From an optimization exercise on the open Yosys and OpenROAD flow, aimed at small area; shortcuts taken in it are not production practice.
The RTL was checked by simulation tests, not by an equivalence proof against the original design.
Power figures rest on the tool's default switching activity, not on a simulated workload.

job 101:
==> flow/design.v <==
module CPU (clk, reset, in, out, N, V, Z, w, mem_cmd, mem_addr, reg_out);
	input clk, reset;
	input [15:0] in;
	output logic [15:0] out;
	output logic N, V, Z, w;
	output logic [1:0] mem_cmd;
	output logic [8:0] mem_addr;
	output logic [127:0] reg_out;
	localparam logic [3:0] S_EX    = 4'b0000,
	                       S_INIT  = 4'b0001,
	                       S_LD    = 4'b0010,
	                       S_CP    = 4'b0011,
	                       S_INC   = 4'b0100,
	                       S_INC_S = 4'b0101,
	                       S_INC_B = 4'b0110,
	                       S_INC_L = 4'b0111,
	                       S_J_ADD = 4'b1000,
	                       S_J_CPY = 4'b1001,
	                       S_HALT  = 4'b1111;
	logic [3:0] ph, st, nxt;
	logic [15:0] rf [0:7];
	logic [15:0] ob;
	logic [8:0] X;
	logic [7:0] Y;
	logic cy, d1, d2;
	wire [2:0] opc = in[15:13];
	wire [1:0] op  = in[12:11];
	wire [2:0] rn  = in[10:8];
	wire [2:0] rd  = in[7:5];
	wire [2:0] rm  = in[2:0];
	wire [1:0] sh  = in[4:3];
	wire i_halt = (opc == 3'b111);
	wire i_movi = (opc == 3'b110) &  op[1];
	wire i_mov  = (opc == 3'b110) & ~op[1];
	wire i_alu  = (opc == 3'b101);
	wire i_cmp  = i_alu & (op == 2'b01);
	wire i_and  = i_alu & (op == 2'b10);
	wire i_mvn  = i_alu & (op == 2'b11);
	wire i_ldr  = (opc == 3'b011);
	wire i_str  = (opc == 3'b100);
	wire i_b    = (opc == 3'b001);
	wire i_bl   = (opc == 3'b010) &  op[0];
	wire i_bx   = (opc == 3'b010) & ~op[0];
	wire ex   = (st == S_EX);
	wire inc  = (st[3:2] == 2'b01);
	wire bl   = (st == S_INC_L);           
	wire jadd = (st == S_J_ADD);
	wire jj   = (st[3:1] == 3'b100);
	wire ld   = (st == S_LD);
	wire cp   = (st == S_CP);
	wire init = (st == S_INIT);
	wire ph0  = (ph == 4'd0);
	wire ph15 = (ph == 4'd15);
	wire lo9  = (ph < 4'd9);
	wire [2:0] rb = (in[15] & (in[14] | in[13])) ? rm : rd;
	logic [7:0] tap0, tap1;
	always_comb
		for (int i = 0; i < 8; i++) begin
			tap0[i] = rf[i][0];
			tap1[i] = rf[i][1];
		end
	wire m   = tap1[rb];
	wire arn = tap0[rn];
	logic bsh;
	always_comb
		case (sh)
			2'b00: bsh = d1;
			2'b01: bsh = ~ph0 & d2;
			2'b10: bsh = ~ph15 & m;
			default: bsh = ph15 ? d1 : m;
		endcase
	wire imm5 = i_ldr | i_str;
	logic [3:0] idx;
	always_comb
		if (ld) idx = ph;
		else if (imm5) idx = (ph > 4'd4) ? 4'd4 : ph;
		else idx = ph[3] ? 4'd7 : {1'b0, ph[2:0]};
	wire inbit = in[idx];
	wire use_imm = i_movi | i_b | i_bl | imm5;
	wire use_rn  = (i_alu & ~i_mvn) | imm5;
	logic a, b, inv, cinit;
	always_comb begin
		a = 1'b0; b = 1'b0; inv = 1'b0; cinit = 1'b0;
		if (ex) begin
			a = use_rn & arn;
			b = use_imm ? inbit : bsh;
			inv = i_cmp | i_mvn;
			cinit = i_cmp;
		end else if (inc) begin
			a = Y[0];
			cinit = 1'b1;
		end else if (jj) begin
			a = jadd & Y[0];
			b = X[0];
		end else if (cp) begin
			b = ob[0];
		end
	end
	wire bb   = b ^ inv;
	wire c    = ph0 ? cinit : cy;
	wire s    = a ^ bb ^ c;
	wire cout = (a & bb) | (c & (a ^ bb));
	wire res  = (ex & i_and) ? (a & bb) : (s & ~(bl & ph[3]));
	wire we = (ex & (i_movi | i_mov | (i_alu & ~i_cmp))) | bl | cp;
	wire [2:0] widx = bl ? 3'd7 : (ex & i_movi) ? rn : rd;
	always_ff @(posedge clk)
		for (int i = 0; i < 8; i++)
			rf[i] <= {(we && widx == i) ? res : rf[i][0], rf[i][15:1]};
	always_ff @(posedge clk) begin
		d1 <= m;
		d2 <= d1;
		cy <= cout;
	end
	always_ff @(posedge clk)
		ob <= {ex ? bsh : ld ? inbit : ob[0], ob[15:1]};
	always_ff @(posedge clk) begin
		if (lo9 & (ex | jj))
			X <= {res, X[8:1]};
		if (~ph[3] & (inc | jj | init))
			Y <= {res, Y[7:1]};
	end
	always_ff @(posedge clk)
		if (ex & i_cmp) begin
			N <= s;
			V <= c ^ cout;
			Z <= ~s & (Z | ph0);
		end
	logic taken;
	always_comb
		case (rn)
			3'b000: taken = 1'b1;
			3'b001: taken = Z;
			3'b010: taken = ~Z;
			3'b011: taken = N ^ V;
			default: taken = (N ^ V) | Z;
		endcase
	always_comb
		case (st)
			S_EX:
				if (i_halt) nxt = S_HALT;
				else if (i_ldr) nxt = S_LD;
				else if (i_str) nxt = S_INC_S;
				else if (i_bx) nxt = S_J_CPY;
				else if (i_bl) nxt = S_INC_L;
				else if (i_b & taken) nxt = S_INC_B;
				else nxt = S_INC;
			S_LD:    nxt = S_CP;
			S_CP:    nxt = S_INC;
			S_INC_B, S_INC_L: nxt = S_J_ADD;
			S_HALT:  nxt = S_HALT;
			default: nxt = S_EX;
		endcase
	always_ff @(posedge clk)
		if (reset) begin
			ph <= 4'd0;
			st <= S_INIT;
		end else begin
			ph <= ph + 4'd1;
			if (ph15) st <= nxt;
		end
	wire wr = (st == S_INC_S) & ph0;
	wire msel = (ex & i_ldr & ph15) | (ld & ~ph15) | wr;
	assign mem_addr = msel ? X : {1'b0, Y};
	assign mem_cmd = wr ? 2'b10 : 2'b01;
	assign out = ob;
	assign w = (st == S_HALT);
	assign reg_out = {rf[7], rf[6], rf[5], rf[4], rf[3], rf[2], rf[1], rf[0]};
endmodule
Settings: LEC_CHECK=0, CAP_MARGIN=20, CORE_MARGIN=2, CORE_UTILIZATION=40, SLEW_MARGIN=20, BUFFER_PORTS_ARGS=-buffer_cell sky130_fd_sc_hd__buf_1, CTS_ARGS=-sink_clustering_enable -repair_clock_nets -dont_use_dummy_load -buf_list {sky130_fd_sc_hd__clkbuf_16} -root_buf sky130_fd_sc_hd__clkbuf_16; clock period 10.0 ns.
standard.sh (not shown) runs the stock make flow with config.mk's settings and CLKGATE_MAP_FILE= SYNTH_SCRIPT=/design/flow/synth_recipe.tcl, a recipe that flattens the netlist after the stock synthesis.
==> flow/flow/run.sh <==
#!/bin/bash
# Own layout flow: the standard flow (standard.sh) with three changes.
#  1. After the standard synthesis, its combinational logic is mapped again for area
#     (remap.tcl: Yosys/ABC with deepsyn and amap). The flip-flops are kept as they are
#     (same instances, names and cells); only the gates between them change.
#  2. The port buffers use the smallest buffer (buf_1) instead of clkdlybuf4s50_1.
#  3. Clock tree synthesis uses clkbuf_8 and inserts no dummy loads.
# Each tool's output goes to a log of its own in this folder (ORFS's own logs are under orfs/logs).
set -euo pipefail
W=$PWD
R=$W/orfs/results/$FLOW_PLATFORM/CPU/base
YOSYS=$FLOW_HOME/../tools/install/yosys/bin/yosys
[[ -x $YOSYS ]] || YOSYS=yosys

cat >> config.mk <<'EOC'
export BUFFER_PORTS_ARGS = -buffer_cell sky130_fd_sc_hd__buf_1
export CTS_ARGS = -sink_clustering_enable -repair_clock_nets -dont_use_dummy_load -buf_list {sky130_fd_sc_hd__clkbuf_16} -root_buf sky130_fd_sc_hd__clkbuf_16
EOC

# 1. standard synthesis, up to its netlist
bash standard.sh "$R/1_2_yosys.v" > synth.log 2>&1
cp "$R/1_2_yosys.v" synth_standard.v

# 2. map the combinational logic again; keep the standard netlist if anything looks wrong
LIB=$(ls $FLOW_HOME/platforms/$FLOW_PLATFORM/lib/sky130_fd_sc_hd__tt_025C_1v80.lib)
DU=$(sed -n '/^export DONT_USE_CELLS/,/^$/p' $FLOW_HOME/platforms/$FLOW_PLATFORM/config.mk | grep -oE 'sky130_fd_sc_hd__[a-z0-9_]+' | sed 's/^/-dont_use /' | tr '\n' ' ')
if LIB="$LIB" DU="$DU" IN=synth_standard.v OUT=synth_remap.v ABC=flow/remap.abc \
     timeout 900 "$YOSYS" -c flow/remap.tcl > remap.log 2>&1 \
   && ! grep -q '^ *assign' synth_remap.v \
   && diff <(grep -oE '^ *sky130_fd_sc_hd__s?e?df[a-z0-9_]+ [^ ]+' synth_standard.v | sort) \
           <(grep -oE '^ *sky130_fd_sc_hd__s?e?df[a-z0-9_]+ [^ ]+' synth_remap.v | sort) > remap_regs.diff
then
  cp synth_remap.v "$R/1_2_yosys.v"
  echo "remapped netlist used" >> remap.log
else
  echo "remap refused; standard netlist kept" >> remap.log
fi

# 3. the rest of the standard flow
bash standard.sh > layout.log 2>&1
Other scripts of this flow, unchanged in this note and not shown: flow/flow/remap.abc, flow/flow/remap.tcl
Job 101 has completed all stages; timing, DRC and antenna checks passed.
Inputs modified between job 101 and job 105:
- CTS_ARGS now -sink_clustering_enable -repair_clock_nets -dont_use_dummy_load -buf_list {sky130_fd_sc_hd__clkbuf_8} -root_buf sky130_fd_sc_hd__clkbuf_8, was -sink_clustering_enable -repair_clock_nets -dont_use_dummy_load -buf_list {sky130_fd_sc_hd__clkbuf_16} -root_buf sky130_fd_sc_hd__clkbuf_16
diff --git a/flow/flow/run.sh b/flow/flow/run.sh
--- a/flow/flow/run.sh
+++ b/flow/flow/run.sh
@@ -17 +17 @@
-export CTS_ARGS = -sink_clustering_enable -repair_clock_nets -dont_use_dummy_load -buf_list {sky130_fd_sc_hd__clkbuf_16} -root_buf sky130_fd_sc_hd__clkbuf_16
+export CTS_ARGS = -sink_clustering_enable -repair_clock_nets -dont_use_dummy_load -buf_list {sky130_fd_sc_hd__clkbuf_8} -root_buf sky130_fd_sc_hd__clkbuf_8
## What came out
The estimated power of job 105 ends up lower than the estimate for job 101.
Power per unit of standard cell area: job 105 vs job 101 down 10%
Against job 101, job 105 comes in 8.9 points lower on clock share of power.
Job 105 ends up with a first-pass GRT wire length that is about 0.9% lower than in job 101.
Changes observed in job 105 relative to job 101: cell-internal power saw a decrease, final cell utilization of the core down 1.6 points.

## what the ideal ports hide
In the flow no input, the clock included, has a driving cell. The finished layouts below were timed again as built, in two steps.
Step 1 (the two cells are an assumption about what drives the block):
set clk [get_ports {clk}]
set_driving_cell -lib_cell sky130_fd_sc_hd__clkbuf_16 $clk
set_driving_cell -lib_cell sky130_fd_sc_hd__buf_2 [delete_from_list [all_inputs] $clk]
Step 2 moves the port delays by t, midway between the first and last clock arrival at a register: inputs arrive t later, outputs are due t later. That takes back most of the time a late clock gives input paths.
a / b / c = no drivers / after step 1 / after step 2; a / b = the first two.
run | shift t [ns] | setup slack, ns | clock arrival spread, ns | worst register clock-pin slew, ns
job 101 | 0.448 | 3.993 / 3.963 / 3.963 | 0.025 / 0.025 | 0.07 / 0.07
job 105 | 0.465 | 3.985 / 3.955 / 3.955 | 0.035 / 0.035 | 0.09 / 0.09
After both steps setup and hold are still met in every run listed.
